Context: an optimization exercise on an open-source flow, tuned for small area. The choices shown serve that exercise and are no tape-out recipe. In this exercise RTL edits were held to simulation tests only and were not proved equivalent to the original. Power figures rest on the tool's default switching activity, not on a simulated workload.

===== design/flow/design.v =====
module bcd_binario (
    input  logic [7:0] bcd,  
    output logic [3:0] bin   
);
    logic [4:0] decenas; 
    always_comb begin
        unique case (bcd [7:4])
                4'b0001 : decenas = 4'b1010;
                default : decenas = 4'b0000;
            endcase
        bin = bcd [3:0] + decenas;
    end
endmodule
module debounce (
    input  logic clk,
    input  logic rst,            
    input  logic key,            
    output logic key_pressed     
);
    parameter int N = 6;
    logic [N-1:0] reg_sat, reg_next;
    logic SAMPLE1, SAMPLE2;
    logic reg_reset;
    logic reg_add;
    logic key_stable;
    assign reg_reset = (SAMPLE1 ^ SAMPLE2);
    assign reg_add   = ~reg_sat[N-1];
    always_comb begin
        case ({reg_reset, reg_add})
            2'b00: reg_next = reg_sat;           
            2'b01: reg_next = reg_sat + 1'b1;    
            default: reg_next = {N{1'b0}};       
        endcase
    end
    always_ff @(posedge clk or negedge rst) begin
        if (!rst) begin
            SAMPLE1     <= 1'b1;
            SAMPLE2     <= 1'b1;
            reg_sat     <= '0;
            key_stable  <= 1'b1;   
            key_pressed <= 1'b1;   
        end else begin
            SAMPLE1 <= key;
            SAMPLE2 <= SAMPLE1;
            reg_sat <= reg_next;
            if (reg_sat[N-1]) begin
                key_stable <= SAMPLE2;
            end
            key_pressed <= key_stable ? 1'b1 : 1'b0;
        end
    end
endmodule
module display_bin_hex (
    input  logic [3:0] switch,
    output logic [6:0] seven  
);
    always_comb begin
        seven = 7'b1111111;
        case (switch)
            4'b0000: seven = 7'b0000001;  
            4'b0001: seven = 7'b1001111;  
            4'b0010: seven = 7'b0010010;  
            4'b0011: seven = 7'b0000110;  
            4'b0100: seven = 7'b1001100;  
            4'b0101: seven = 7'b0100100;  
            4'b0110: seven = 7'b0100000;  
            4'b0111: seven = 7'b0001111;  
            4'b1000: seven = 7'b0000000;  
            4'b1001: seven = 7'b0000100;  
            4'b1010: seven = 7'b0001000;  
            4'b1011: seven = 7'b1100000;  
            4'b1100: seven = 7'b0110001;  
            4'b1101: seven = 7'b1000010;  
            4'b1111: seven = 7'b1111111;  
            default: seven = 7'b1111111;  
        endcase
    end
endmodule
module display_7seg  (
    input  logic        clk,
    input  logic        rst,        
    input  logic [15:0] digito,     
    output logic [3:0]  anodo,      
    output logic [6:0]  seven
);
    logic [15:0] contador;
    logic [1:0]  anodo_selec;
    logic        phase;         
    logic [3:0]  data;
    logic [6:0]  seven_next;
    always_ff @(posedge clk or negedge rst) begin
        if (!rst) begin
            contador    <= 0;
            anodo_selec <= 0;
            phase       <= 1'b0;
        end else begin
            if (contador == 16'd11) begin
                contador <= 0;
                phase    <= ~phase;           
                if (phase == 1'b0) begin
                    anodo_selec <= anodo_selec + 1'b1;
                end
            end else begin
                contador <= contador + 1'b1;
            end
        end
    end
    always_ff @(posedge clk or negedge rst) begin
        if (!rst) begin
            data <= 4'd0;
        end else begin
            case (anodo_selec)
                2'b00: data <= digito[3:0];
                2'b01: data <= digito[7:4];
                2'b10: data <= digito[11:8];
                2'b11: data <= digito[15:12];
            endcase
        end
    end
    display_bin_hex u_display_bin_hex (
        .switch(data),
        .seven (seven_next)    
    );
    always_ff @(posedge clk or negedge rst) begin
        if (!rst) begin
            seven <= 7'b111_1111;  
        end else begin
            seven <= seven_next;
        end
    end
    always_ff @(posedge clk or negedge rst) begin
        if (!rst) begin
            anodo <= 4'b1111;           
        end else begin
            if (phase == 1'b0) begin
                anodo <= 4'b1111;
            end else begin
                case (anodo_selec)
                    2'b00: anodo <= 4'b1110;  
                    2'b01: anodo <= 4'b1101;  
                    2'b10: anodo <= 4'b1011;  
                    2'b11: anodo <= 4'b0111;  
                endcase
            end
        end
    end
endmodule
module teclado #(
    parameter int SCAN_DIV = 54   
)(
    input  logic clk,
    input  logic rst,            
    input  logic [3:0] filas,
    output logic [3:0] columnas,
    output logic [3:0] boton
);
    logic [1:0] contador;
    logic [$clog2(SCAN_DIV)-1:0] scan_col;
    always_ff @(posedge clk or negedge rst) begin
      if (!rst) begin
        contador <= 0;
        scan_col <= 0;
        columnas <= 4'b0111;
        boton    <= 4'b1111;
      end else begin
        if (scan_col == SCAN_DIV-1) begin
            scan_col <= 0;
            contador <= (contador == 3) ? 0: contador + 1;
        end else begin
            scan_col <= scan_col + 1;
        end        
        case(contador)
            0: columnas <= 4'b0111;
            1: columnas <= 4'b1011;
            2: columnas <= 4'b1101;
            3: columnas <= 4'b1110;
        endcase
        boton <= 4'b1111;
        case(columnas)
            4'b0111:begin
                if(filas == 4'b0111) boton <= 4'b0001;  
                if(filas == 4'b1011) boton <= 4'b0100;  
                if(filas == 4'b1101) boton <= 4'b0111;  
                if(filas == 4'b1110) boton <= 4'b1101;  
            end
            4'b1011:begin
                if(filas == 4'b0111) boton <= 4'b0010;  
                if(filas == 4'b1011) boton <= 4'b0101;  
                if(filas == 4'b1101) boton <= 4'b1000;  
                if(filas == 4'b1110) boton <= 4'b0000;  
            end
            4'b1101:begin
                if(filas == 4'b0111) boton <= 4'b0011;  
                if(filas == 4'b1011) boton <= 4'b0110;  
                if(filas == 4'b1101) boton <= 4'b1001;  
                if(filas == 4'b1110) boton <= 4'b1110;  
            end
            4'b1110:begin
                if(filas == 4'b0111) boton <= 4'b1010;  
                if(filas == 4'b1011) boton <= 4'b1011;  
                if(filas == 4'b1101) boton <= 4'b1100;  
                if(filas == 4'b1110) boton <= 4'b1101;  
            end
            default: boton <= 4'b1111;
        endcase
      end
    end
endmodule
module operacion #(
    parameter int SCAN_DIV = 500
)(
    input   logic       clk,
    input   logic       rst,
    input   logic [3:0] dividendo,
    input   logic [3:0] divisor,
    output  logic [3:0] cociente,
    output  logic [3:0] resto
);
    logic [$clog2(SCAN_DIV)-1:0] scan_div;
    logic [1:0] contador;
    logic [3:0] a_reg;  
    logic [3:0] b_reg;  
    logic [3:0] r_reg;  
    logic [3:0] q_reg;  
    logic [3:0] r_fin;  
    logic        [3:0] r_next;
    logic signed [4:0] d_next;  
    always_comb begin
        a_reg  = dividendo;
        b_reg  = divisor;
        r_next = (contador == 0) ? {3'b000, a_reg[3]}            
                                 : {r_reg[2:0], a_reg[3 - contador]};                
        d_next = $signed({1'b0, r_next}) - $signed({1'b0, b_reg});  
    end
    always_ff @(posedge clk or negedge rst) begin
        if (!rst) begin
            scan_div  <= 0;
            contador  <= 0;
            r_reg     <= 4'b0000;
            q_reg     <= 4'b0000;
            r_fin     <= 4'b0000;
        end else begin
            if (scan_div == SCAN_DIV-1) begin
            if (d_next < 0) begin
                q_reg[3 - contador] <= 1'b0;
                r_reg               <= r_next;
                if (contador == 3) r_fin <= r_next;
            end else begin
                q_reg[3 - contador] <= 1'b1;
                r_reg               <= d_next[3:0];
                if (contador == 3) r_fin <= d_next[3:0];
            end
            scan_div <= 0;
            contador <= (contador == 3) ? 0: contador + 1;
            end else begin
                scan_div <= scan_div + 1;
            end
        end
    end
    assign cociente = q_reg;
    assign resto    = r_fin;
endmodule
module top #(
    parameter int WAIT_CYCLES = 600,
    parameter int OP_CYCLES   = 400
)(
    input  logic       clk,    
    input  logic       rst,    
    output logic [3:0] anodo,  
    output logic [6:0] seven,  
    output logic [3:0] col,    
    input  logic [3:0] fil     
);
    logic [3:0] filas_debounce;
    logic [3:0] boton_press;
    debounce f0 (.clk(clk), .rst(rst), .key(fil[0]), .key_pressed(filas_debounce[0]));
    debounce f1 (.clk(clk), .rst(rst), .key(fil[1]), .key_pressed(filas_debounce[1]));
    debounce f2 (.clk(clk), .rst(rst), .key(fil[2]), .key_pressed(filas_debounce[2]));
    debounce f3 (.clk(clk), .rst(rst), .key(fil[3]), .key_pressed(filas_debounce[3]));
    teclado teclado_inst (
        .clk      (clk),
        .rst      (rst),
        .filas    (filas_debounce),
        .columnas (col),
        .boton    (boton_press)
    );
    logic [3:0] key_prev1;
    logic [3:0] key_prev2;
    logic       key_down;
    always_ff @(posedge clk or negedge rst) begin
        if (!rst) begin
            key_prev1 <= 4'b1111;
            key_prev2 <= 4'b1111;
            key_down  <= 1'b0;
        end else begin
            key_down  <= (key_prev2 == 4'b1111) &&
                         (key_prev1 == 4'b1111) &&
                         (boton_press != 4'b1111);
            key_prev2 <= key_prev1;
            key_prev1 <= boton_press;
        end
    end
    typedef enum logic [1:0] {
        STATE_INPUT_A,    
        STATE_INPUT_B,    
        STATE_WAIT,       
        STATE_OPERACION   
    } operation_state_t;
    operation_state_t current_state, next_state;
    operation_state_t prev_state;    
    logic [3:0] A0, A1;  
    logic [3:0] B0, B1;  
    localparam int WAIT_CNT_WIDTH = $clog2(WAIT_CYCLES);
    logic [WAIT_CNT_WIDTH-1:0] wait_cnt;
    logic                      wait_done;
    assign wait_done = (wait_cnt == WAIT_CYCLES-1);
    logic [3:0] a_bin, b_bin;
    logic [3:0] q_bcd, r_bcd;           
    bcd_binario dividendo (.bcd ({A1, A0}), .bin (a_bin));
    bcd_binario divisor   (.bcd ({B1, B0}), .bin (b_bin));
    operacion #(.SCAN_DIV(4)) divisor_inst (
        .clk       (clk),
        .rst       (rst),
        .dividendo (a_bin),
        .divisor   (b_bin),
        .cociente  (q_bcd),
        .resto     (r_bcd)
    );
    logic [3:0] Q_LATCH, R_LATCH;
    logic       op_latched;    
    localparam int OP_CNT_WIDTH = $clog2(OP_CYCLES);
    logic [OP_CNT_WIDTH-1:0] op_cnt;
    logic                    op_done;
    assign op_done = (op_cnt == OP_CYCLES-1);
    always_ff @(posedge clk or negedge rst) begin
        if (!rst) begin
            current_state <= STATE_INPUT_A;
            prev_state    <= STATE_INPUT_A;
            A0 <= 4'b1111; A1 <= 4'b1111;
            B0 <= 4'b1111; B1 <= 4'b1111;
            wait_cnt   <= '0;
            op_cnt     <= '0;
            op_latched <= 1'b0;
            Q_LATCH    <= 4'b1111;
            R_LATCH    <= 4'b1111;
        end else begin
            current_state <= next_state;
            case (current_state)
                STATE_WAIT: begin
                    if (!wait_done)
                        wait_cnt <= wait_cnt + 1;
                    else
                        wait_cnt <= '0;
                end
                default: begin
                    wait_cnt <= '0;
                end
            endcase
            if (current_state == STATE_OPERACION) begin
                if (!op_done) begin
                    op_cnt <= op_cnt + 1;
                end else begin
                    op_cnt <= op_cnt;
                    if (!op_latched) begin
                        Q_LATCH    <= q_bcd;
                        R_LATCH    <= r_bcd;
                        op_latched <= 1'b1;
                    end
                end
            end else begin
                op_cnt     <= '0;
                op_latched <= 1'b0;
            end
            if (key_down) begin
                unique case (current_state)
                    STATE_INPUT_A,
                    STATE_INPUT_B: begin
                        unique case (boton_press)
                            4'b1101: begin
                                A0 <= 4'b1111; A1 <= 4'b1111;
                                B0 <= 4'b1111; B1 <= 4'b1111;
                                prev_state <= STATE_INPUT_A;
                                op_latched <= 1'b0;
                                Q_LATCH    <= 4'b1111;
                                R_LATCH    <= 4'b1111;
                            end
                            4'b1110: begin
                                if (current_state == STATE_INPUT_A)
                                    prev_state <= STATE_INPUT_B;      
                                else
                                    prev_state <= STATE_OPERACION;    
                            end
                            default: begin
                                if (current_state == STATE_INPUT_A) begin
                                    A1 <= A0;
                                    A0 <= boton_press;
                                    prev_state <= STATE_INPUT_A;
                                end else begin
                                    B1 <= B0;
                                    B0 <= boton_press;
                                    prev_state <= STATE_INPUT_B;
                                end
                            end
                        endcase
                    end
                    STATE_OPERACION: begin
                        if (boton_press == 4'b1101) begin  
                            A0 <= 4'b1111; A1 <= 4'b1111;
                            B0 <= 4'b1111; B1 <= 4'b1111;
                            prev_state <= STATE_INPUT_A;
                            op_latched <= 1'b0;
                            Q_LATCH    <= 4'b1111;
                            R_LATCH    <= 4'b1111;
                        end
                    end
                    default: begin
                    end
                endcase
            end
        end
    end
    always_comb begin
        next_state = current_state;
        case (current_state)
            STATE_INPUT_A,
            STATE_INPUT_B: begin
                if (key_down)
                    next_state = STATE_WAIT;
            end
            STATE_WAIT: begin
                if (wait_done)
                    next_state = prev_state;
            end
            STATE_OPERACION: begin
                if (key_down && (boton_press == 4'b1101))
                    next_state = STATE_WAIT;
            end
            default: begin
                next_state = STATE_INPUT_A;
            end
        endcase
    end
    logic [15:0]      display_data;
    operation_state_t display_state;
    always_comb begin
        if (current_state == STATE_WAIT)
            display_state = prev_state;
        else
            display_state = current_state;
        display_data = 16'hFFFF;
        unique case (display_state)
            STATE_INPUT_A:
                display_data = {4'b1010, 4'b1111, A1, A0};
            STATE_INPUT_B:
                display_data = {4'b1011, 4'b1111, B1, B0};
            STATE_OPERACION:
                display_data = {a_bin, Q_LATCH, b_bin, R_LATCH};
            default:
                display_data = 16'hFFFF;
        endcase
    end
    display_7seg display (
        .clk   (clk),
        .rst   (rst),
        .digito(display_data),
        .anodo (anodo),
        .seven (seven)
    );
endmodule

===== design/flow/run.sh =====
#!/bin/bash
# synth_recipe.tcl (not shown) runs the flow's synth.tcl, then flattens the netlist and writes it again
# the make line also repeats each setting of config.mk as NAME=value (left out here)
make -C /OpenROAD-flow-scripts/flow DESIGN_CONFIG=/design/flow/config.mk WORK_HOME=/design/flow/orfs CLKGATE_MAP_FILE= SYNTH_SCRIPT=/design/flow/synth_recipe.tcl finish

===== design/flow/constraint.sdc =====
create_clock -name core_clock -period 6.0 [get_ports {clk}]
set_input_delay 1.2000 -clock core_clock [delete_from_list [all_inputs] [get_ports {clk}]]
set_output_delay 1.2000 -clock core_clock [all_outputs]
set_load 0.01 [all_outputs]

===== design/flow/config.mk =====
export PLATFORM = sky130hd
export DESIGN_NAME = top
export DESIGN_NICKNAME = top
export VERILOG_FILES = /design/flow/design.v
export SDC_FILE = /design/flow/constraint.sdc
export NUM_CORES = 4
export LEC_CHECK = 0
export CAP_MARGIN = 20
export CORE_MARGIN = 2
export CORE_UTILIZATION = 40
export SLEW_MARGIN = 20

==> impl_metrics.py <==
metrics = {
    "cells_and_area": {
        "largest-register": "display.contador",
        "fin_nets": 809,
        "layout_common_cells": "dfrtp_1 (96), nor2_1 (81), dfstp_2 (66)",
        "reg.largest.list": "display.contador (16), wait_cnt (10), op_cnt (9)",
        "layout_commonest_cell": "dfrtp_1",
        "multi_input_area_um2": 3650,
        "largest_register_ffs": 16,
        "seqCellArea_um2": 4140,
        "fin_cells": 1040,
        "drive_gt1_share_pct": 16.0,
        "post-route-util_pct": 46.2,
        "fillerInstances": 1830,
        "syn_to_final_growth_pct": 12.7,
        "antennaDiodeCount": 0,
    },
    "floorplan": {
        "coreArea_um2": 19500,
        "die_y_um": 145,
        "die_x_um": 145,
        "start_util_pct": 41.0,
        "dieArea_um2": 21100,
        "io_pins": 21,
        "row_count": 51,
    },
    "clocking": {
        "worstSkewPairLatency_ns": 0.43,
        "cts_resized": 0,
        "htree_levels": 4,
        "cts_buffer_depth": 2,
        "postCtsHoldBufs": 0,
        "clock-root-buffer": "clkbuf_16",
        "cts_tree": "done",
        "cts_made_buffers": 17,
        "clock-sinks": 162,
        "post_cts_buffers": 0,
        "clk_pin_slew_worst_paths_ns": 0.07,
    },
    "yosys": {
        "avgSynthCellArea_um2": 10.7,
        "synth_area_um2": 8000,
        "ys_seq_elements": 162,
        "syn_inst": 745,
        "ys_types": 64,
        "ys_warn_count": 7,
        "postSynth.asyncResetShare_pct": 100,
        "synthFlopType": "dfrtp_1",
        "synth-edff-count": 0,
        "syn_nets": 792,
        "ys_seq_area_share_pct": 51.7,
    },
    "timing": {
        "slew_headroom_pct": 35.8,
        "fmax_ghz": 0.271,
        "worst_slew_pin_slew_ns": 0.963,
        "setup_tns_ns": 0,
        "report.final.slew_viol_count": 0,
        "setup_viol": 0,
        "rsz0062_at_grt": "false",
        "timing.hold.ws_ns": 0.367,
        "finalCriticalPeriod_ns": 3.68,
        "clock_skew_ns": 0.00989,
        "min_period_over_period_pct": 61.4,
        "hold_viol": 0,
    },
    "setup_path": {
        "required_ns": 6.34,
        "crit_fanout": 8,
        "critPathKind": "register to register",
        "max_stage_delay_ns": 0.54,
        "path_buf_inv": 0,
        "crit_path_end_kind": "register",
        "crit_top_cell": "ha_1",
        "crit_path_start_kind": "register",
        "worstPathCellList": "nor4b_2, ha_1, ha_1, xor2_1, xnor2_1, o22a_1, ha_1, fa_1, nor2b_1, o21ai_0, nor2b_1, mux2_2, o21ai_0",
        "slowest_stage": "dfstp_2",
        "critical_path_arrival_ns": 4.03,
        "critPathTopFamily": "simple AND/OR/NAND/NOR gates",
    },
    "place": {
        "place_inst": 1008,
        "gp_congestion": 0.859,
        "port_buffers": 20,
        "dpl.hpwl_mm": 10.6,
    },
    "power": {
        "p_comb_share_pct": 2.6,
        "p_sw_mw": 0.526,
        "p_leak_nw": 3.91,
        "p_sw_share_pct": 23.4,
        "ir_worst_vdd_uv": 184,
        "p_per_area_nw_per_um2": 249,
        "p_clk_share_pct": 47.2,
        "power_mw": 2.24,
        "seq_power_share_pct": 50.2,
        "p_int_mw": 1.72,
    },
    "run_status": {
        "status": "complete, no violations",
    },
    "detailed_routing": {
        "post_drt_via_cell_ratio": 5.30,
        "drt_pass1_iterations": 4,
        "ant_nets": 0,
        "drc": 0,
        "wl_per_cell_um": 14.9,
        "drt-initial-drc-count": 296,
        "vias": 5513,
        "wl_mm": 15.5,
    },
    "global_routing": {
        "antenna_found_initial": 0,
        "grt_pass1_vias": 5721,
        "grt-ovfl-total": 0,
        "grt_pass1_wl_mm": 27.1,
        "grt_max_degree": 125,
        "grt_usage_pct": 15.5,
    },
    "flow_run": {
        "maxCapViolCount": 0,
    },
    "min_path": {
        "hold_class": "register to register",
    },
}
==> logic make-up (layout without fill, tap and decap cells) <==
family | after synthesis | in the layout | synth area share (%)
flops | 162 | 162 | 51.7
simple gates | 260 | 260 | 16.7
mux | 38 | 38 | 5.10
buf+inv | 51 | 81 | 2.58
fa+ha+maj | 41 | 41 | 6.51
compound gates | 135 | 135 | 11.0
xor+xnor | 58 | 58 | 6.35
==> cells in the mapped netlist, drive strengths merged (4+ instances only) <==
| cell | n | area (um2) |
|---|---|---|
| a21oi | 40 | 200 |
| a22o | 4 | 35.0 |
| a31o | 4 | 35.0 |
| a31oi | 12 | 75.1 |
| and3 | 15 | 93.8 |
| and4 | 4 | 35.0 |
| and4b | 4 | 40.0 |
| buf | 6 | 37.5 |
| clkbuf | 17 | 63.8 |
| dfrtp | 96 | 2400 |
| dfstp | 66 | 1730 |
| ha | 40 | 500 |
| inv | 27 | 101 |
| mux2 | 12 | 135 |
| mux2i | 25 | 250 |
| nand2 | 53 | 199 |
| nand2b | 5 | 31.3 |
| nand3 | 34 | 175 |
| nand4 | 8 | 50.1 |
| nand4b | 7 | 67.6 |
| nor2 | 81 | 304 |
| nor2b | 28 | 175 |
| nor3 | 8 | 40.0 |
| o211ai | 6 | 45.0 |
| o21a | 5 | 37.5 |
| o21ai | 29 | 145 |
| xnor2 | 30 | 263 |
| xor2 | 28 | 245 |
==> power by group through the flow <==
stage / Clock [mW] / Sequential [mW] / Combinational [mW]
after floorplan: 0 / 1.14 / 0.0288
after global placement: 0 / 1.14 / 0.0571
after detailed placement: 0 / 1.14 / 0.0605
after CTS: 1.09 / 1.13 / 0.0610
after global routing: 1.14 / 1.13 / 0.0693
final: 1.06 / 1.13 / 0.0578
==> per-stage QoR <==
step	cell area [um2]	worst slack, ns
floorplan	8000	2.70
global placement	8440	2.58
detailed placement	8440	2.33
CTS	9010	2.31
global route	9010	2.06
finish	9010	2.32
==> cell type report <==
type / count / share of cell area, %
flip-flops and latches: 162 / 45.9
multi-input cells: 532 / 40.5
clock buffers: 17 / 4.72
well taps: 265 / 3.68
repair buffers: 21 / 2.35
clock inverters: 15 / 1.67
inverters: 28 / 1.17
==> path summary, 6_finish.rpt <==
kind                            slack (ns)  cells past startpoint                       from                           endpoint
worst min-delay path                  0.37                      0  f1.key_stable$_DFFE_PN1P_           f1.key_pressed$_DFF_PN1_
max in group asynchronous             3.96                      2                        rst          f1.key_stable$_DFFE_PN1P_
worst max register to register        2.32                     13          A1[0]$_DFFE_PN1P_  divisor_inst.r_fin[1]$_DFFE_PN0P_
worst max-delay path                  2.32                     13          A1[0]$_DFFE_PN1P_  divisor_inst.r_fin[1]$_DFFE_PN0P_
min in group asynchronous             0.92                      1                        rst          f1.reg_sat[4]$_DFFE_PN0P_
worst min register to register        0.37                      0  f1.key_stable$_DFFE_PN1P_           f1.key_pressed$_DFF_PN1_
==> worst register-to-register path, cell delays in order (launching register included) <==
cell and delay [ns]:
dfstp_2 0.54, nor4b_2 0.31, ha_1 0.22, ha_1 0.16, xor2_1 0.19, xnor2_1 0.18, o22a_1 0.21, ha_1 0.20
fa_1 0.23, nor2b_1 0.06, o21ai_0 0.22, nor2b_1 0.50, mux2_2 0.41, o21ai_0 0.15
==> per-layer routing <==
metal,share of wire [%],track usage (%),vias to the layer above
met4,2.0,5.74,0
met5,0,0,-
li1,-,-,2639
met2,47,24.6,107
met3,3.5,3.98,24
met1,47,20.5,2743

-- re-timing with driven ports --
How much do the figures lean on ideal ports? The routed layout below was timed once more, with nothing changed but the port constraints. Step 1: set_driving_cell puts a clkbuf_16 on clk and a buf_2 on each other input, an assumption about the parent block. Step 2 moves the port delays by t, midway between the first and last clock arrival at a register: inputs arrive t later, outputs are due t later. That takes back most of the time a late clock gives input paths. Three values: ideal ports, drivers, drivers and shift; two values: the first two.
shift t [ns]: 0.472
slack for setup (ns): 2.316 / 2.316 / 2.316
latest minus earliest clock arrival (ns): 0.017 / 0.017
worst register clock-pin slew, ns: 0.07 / 0.07
After both steps setup and hold are still met in this run. For this run, drivers alone change the setup slack by 0.000 ns; drivers and shift together by 0.000 ns.
